This design comes from an exercise in tuning for small area, a short achievable clock period and few clock cycles per item on the open sky130 flow, not from production work.
At most, simulation tests tie the RTL to the original design; equivalence was not proved.

Design division, start of the top module:
module division(input clk, input rst, input start, input [31:0] dividendo, divisor,
                output [31:0] cociente, residuo, output done);
Size in the first run: ~630 cells after synthesis, roughly 53 flip-flops, about 130 I/O pins, about 0.0050 mm^2 of cells after synthesis.
clock: 10.0 ns
lec_check: 0
cap_margin: 20
core_margin: 2
core_utilization: 40
place_density: 0.6
setup_slack_margin: 5
slew_margin: 20
standard.sh (not shown) runs the stock make flow with config.mk's settings and CLKGATE_MAP_FILE= SYNTH_SCRIPT=/design/flow/synth_recipe.tcl, a recipe that flattens the netlist after the stock synthesis.
==> flow/flow/run.sh <==
#!/bin/bash
# Standard layout with smaller port buffers and a tighter repair target.
bash standard.sh SETUP_SLACK_MARGIN=6 "BUFFER_PORTS_ARGS=-buffer_cell sky130_fd_sc_hd__buf_1"  finish > standard.log 2>&1
The baseline passed the timing, design-rule and antenna checks.
Testbench counts at the start, summed over its fixed seeds: cycles 12,906, items 4,000.
Then changed:
==> flow/flow/run.sh (replaced) <==
#!/bin/bash
# Standard layout with smaller port buffers and a tighter repair target.
bash standard.sh SETUP_SLACK_MARGIN=5 "BUFFER_PORTS_ARGS=-buffer_cell sky130_fd_sc_hd__buf_1" ABC_AREA=1 ADDER_MAP_FILE= finish > standard.log 2>&1
Routed wire length drops by a few percent.
Core utilization drops by 17 points.
Critical path depth goes down by 1.
Cell area goes down by about a fifth.
Clock skew is about the same.

division, a different RTL version from the one above (not shown whole).
Size in the first run: ~880 cells after synthesis, about 130 I/O pins, roughly 5200 um^2 of cells after synthesis.
Settings: LEC_CHECK=0, CAP_MARGIN=20, CORE_MARGIN=2, CORE_UTILIZATION=40, PLACE_DENSITY=0.6, SETUP_SLACK_MARGIN=4, SLEW_MARGIN=20; clock period 10.0 ns.
==> flow/flow/run.sh <==
#!/bin/bash
# The standard layout (standard.sh) with these changes to how it is made:
# - synthesis keeps the three combinational modules apart until ABC maps
#   them, and ABC maps each module with its own delay-targeted,
#   area-recovering script (flow/abc_*.script: normalisation 1500 ps, first
#   step 1500 ps, second step 2000 ps, top 2500 ps), without the adder cell
#   step; the netlist is then flattened as in the standard synthesis;
# - ports are buffered with the smallest buffer;
# - repair_timing aims at setup margin 4 ns.
# Each ORFS step keeps its own log under orfs/logs; make's output goes to standard.log.
set -euo pipefail
F=$(pwd)/flow
bash standard.sh SETUP_SLACK_MARGIN=4 "BUFFER_PORTS_ARGS=-buffer_cell sky130_fd_sc_hd__buf_1" ADDER_MAP_FILE= \
  SYNTH_SCRIPT=$F/synth_mod.tcl "SYNTH_KEEP_MODULES=division_norm division_step1 division_step2" \
  "ABC_MODULES=division division_norm division_step1 division_step2" \
  CUSTOM_ABC_SCRIPT=$F/abc_top.script ABC_SCRIPT_division_norm=$F/abc_norm.script \
  ABC_SCRIPT_division_step1=$F/abc_step1.script ABC_SCRIPT_division_step2=$F/abc_step2.script \
   finish > standard.log 2>&1
==> flow/flow/abc_norm.script <==
strash
dch
map -D 1500
topo
stime -c
buffer -c
upsize -c -D 1500
dnsize -c -D 1500
==> flow/flow/abc_step1.script <==
strash
dch
map -D 1500
topo
stime -c
buffer -c
upsize -c -D 1500
dnsize -c -D 1500
==> flow/flow/abc_step2.script <==
strash
dch
map -D 2000
topo
stime -c
buffer -c
upsize -c -D 2000
dnsize -c -D 2000
==> flow/flow/abc_top.script <==
strash
dch
map -D 2500
topo
stime -c
buffer -c
upsize -c -D 2500
dnsize -c -D 2500
==> flow/flow/synth_mod.tcl <==
# The standard flow's synthesis script (ORFS synthesis without the fsm and share passes,
# flattened, function nets renamed).  ABC maps each module of ABC_MODULES
# (the top and the combinational modules kept by SYNTH_KEEP_MODULES) with its
# own delay-targeted script: ABC_SCRIPT_<module> if set, else CUSTOM_ABC_SCRIPT.
proc synth {args} { yosys synth -nofsm -noshare {*}$args }
proc abc {args} {
  set i [lsearch -exact $args -script]
  foreach m $::env(ABC_MODULES) {
    set key ABC_SCRIPT_$m
    set s $::env(CUSTOM_ABC_SCRIPT)
    if { [info exists ::env($key)] } { set s $::env($key) }
    set a [lreplace $args [expr {$i + 1}] [expr {$i + 1}] $s]
    yosys abc {*}$a $m
  }
}
source $::env(SCRIPTS_DIR)/synth.tcl
# left out here: clear keep_hierarchy, flatten, clean up, hide names made inside functions, write 1_2_yosys.v
==> next run, changes <==
--- a/flow/flow/run.sh
+++ b/flow/flow/run.sh
@@ -3,6 +3,6 @@
 # - synthesis keeps the three combinational modules apart until ABC maps
 #   them, and ABC maps each module with its own delay-targeted,
-#   area-recovering script (flow/abc_*.script: normalisation 1500 ps, first
-#   step 1500 ps, second step 2000 ps, top 2500 ps), without the adder cell
+#   area-recovering script (flow/abc_*.script: normalisation 2000 ps, first
+#   step 1000 ps, second step 2000 ps, top 2500 ps), without the adder cell
 #   step; the netlist is then flattened as in the standard synthesis;
 # - ports are buffered with the smallest buffer;
==> flow/flow/abc_norm.script (replaced) <==
strash
dch
map -D 2000
topo
stime -c
buffer -c
upsize -c -D 2000
dnsize -c -D 2000
==> flow/flow/abc_step1.script (replaced) <==
strash
dch
map -D 1000
topo
stime -c
buffer -c
upsize -c -D 1000
dnsize -c -D 1000
=> Synthesized cell count rose by 6.6%; maximum frequency rose by 6.6%; register-to-register slack gets better by 0.27 ns; first-iteration DRC count came out higher by 0.79%; hold slack hardly moves; count of clock-buffer cells in the layout came out lower by 1.
==> next run, changes <==
--- a/flow/flow/run.sh
+++ b/flow/flow/run.sh
@@ -3,6 +3,6 @@
 # - synthesis keeps the three combinational modules apart until ABC maps
 #   them, and ABC maps each module with its own delay-targeted,
-#   area-recovering script (flow/abc_*.script: normalisation 2000 ps, first
-#   step 1000 ps, second step 2000 ps, top 2500 ps), without the adder cell
+#   area-recovering script (flow/abc_*.script: normalisation 1000 ps, first
+#   step 1200 ps, second step 2000 ps, top 2500 ps), without the adder cell
 #   step; the netlist is then flattened as in the standard synthesis;
 # - ports are buffered with the smallest buffer;
==> flow/flow/abc_norm.script (replaced) <==
strash
dch
map -D 1000
topo
stime -c
buffer -c
upsize -c -D 1000
dnsize -c -D 1000
==> flow/flow/abc_step1.script (replaced) <==
strash
dch
map -D 1200
topo
stime -c
buffer -c
upsize -c -D 1200
dnsize -c -D 1200
Sequential cell count does not change.
Design area goes down by 0.99%.
Setup slack loses 0.051 ns.
Die area rises by 0.66%.
Register-to-register slack improves by 0.02 ns.
Wire length increases by 2.6%.
Via count goes up by 0.37%.
First-iteration DRC count decreases by 14%.
Maximum frequency shrinks by 1.1%.
Clock-buffer cell count stays the same.
==> next run, changes <==
--- a/flow/flow/run.sh
+++ b/flow/flow/run.sh
@@ -3,6 +3,6 @@
 # - synthesis keeps the three combinational modules apart until ABC maps
 #   them, and ABC maps each module with its own delay-targeted,
-#   area-recovering script (flow/abc_*.script: normalisation 1000 ps, first
-#   step 1200 ps, second step 2000 ps, top 2500 ps), without the adder cell
+#   area-recovering script (flow/abc_*.script: normalisation 1500 ps, first
+#   step 1200 ps, second step 1800 ps, top 2500 ps), without the adder cell
 #   step; the netlist is then flattened as in the standard synthesis;
 # - ports are buffered with the smallest buffer;
==> flow/flow/abc_norm.script (replaced) <==
strash
dch
map -D 1500
topo
stime -c
buffer -c
upsize -c -D 1500
dnsize -c -D 1500
==> flow/flow/abc_step2.script (replaced) <==
strash
dch
map -D 1800
topo
stime -c
buffer -c
upsize -c -D 1800
dnsize -c -D 1800
What happened: The new run ran to the end with no violations; routed wire length drops by 8.6%; via count drops by about 7.5%; flip-flop and latch count stays the same.
==> next run, changes <==
--- a/flow/flow/run.sh
+++ b/flow/flow/run.sh
@@ -4,5 +4,5 @@
 #   them, and ABC maps each module with its own delay-targeted,
 #   area-recovering script (flow/abc_*.script: normalisation 1500 ps, first
-#   step 1200 ps, second step 1800 ps, top 2500 ps), without the adder cell
+#   step 1000 ps, second step 1500 ps, top 2500 ps), without the adder cell
 #   step; the netlist is then flattened as in the standard synthesis;
 # - ports are buffered with the smallest buffer;
==> flow/flow/abc_step1.script (replaced) <==
strash
dch
map -D 1000
topo
stime -c
buffer -c
upsize -c -D 1000
dnsize -c -D 1000
==> flow/flow/abc_step2.script (replaced) <==
strash
dch
map -D 1500
topo
stime -c
buffer -c
upsize -c -D 1500
dnsize -c -D 1500
After rerunning:
- The changed run went through all stages and came out clean
- synthesized area is higher by 7.0%
- core utilization is lower by 0.89 points
- wire length is higher by 9.3%
- worst hold slack barely changes
- first-iteration DRC count is lower by 6.2%
- design area is higher by 6.1%
- worst setup slack is better by 0.13 ns
- cell count is higher by 4.7%
- fmax is higher by 2.7%
Function was not checked in any run of this note: the RTL went through the layout flow alone.

[port drivers added, routing unchanged]
The results above use ideal ports. As a check the final layouts listed here were re-extracted and re-timed, cells and wires unchanged. Step 1 assumes that a clkbuf_16 drives the clock port and a buf_2 every other input. Step 2 moves the port delays by t, midway between the first and last clock arrival at a register: inputs arrive t later, outputs are due t later. That takes back most of the time a late clock gives input paths. Three values: ideal, step 1, step 2; two values: the first two.
run | t (ns) | setup WS [ns] | clock arrival spread, ns | worst register clock-pin slew, ns | cell pins on the clock port's net
the first run of note 1 | 0.332 | 4.790 / 4.787 / 4.455 | 0.008 / 0.008 | 0.07 / 0.07 | 1
the second run of note 1 | 0.330 | 5.278 / 5.240 / 5.030 | 0.009 / 0.009 | 0.07 / 0.07 | 1
the first run of note 2 | 0.323 | 4.923 / 4.886 / 5.189 | 0.008 / 0.008 | 0.07 / 0.07 | 1
the second run of note 2 | 0.327 | 5.238 / 5.201 / 5.030 | 0.008 / 0.009 | 0.07 / 0.07 | 1
the third run of note 2 | 0.328 | 5.187 / 5.150 / 5.310 | 0.008 / 0.008 | 0.07 / 0.07 | 1
the fourth run of note 2 | 0.332 | 5.169 / 5.130 / 5.331 | 0.005 / 0.005 | 0.07 / 0.07 | 1
the fifth run of note 2 | 0.324 | 5.295 / 5.257 / 5.169 | 0.003 / 0.004 | 0.07 / 0.07 | 1
After both steps every run listed still meets setup and hold. For the first run of note 1, which loses most, drivers alone change the setup slack by -0.003 ns; drivers and shift together by -0.335 ns.
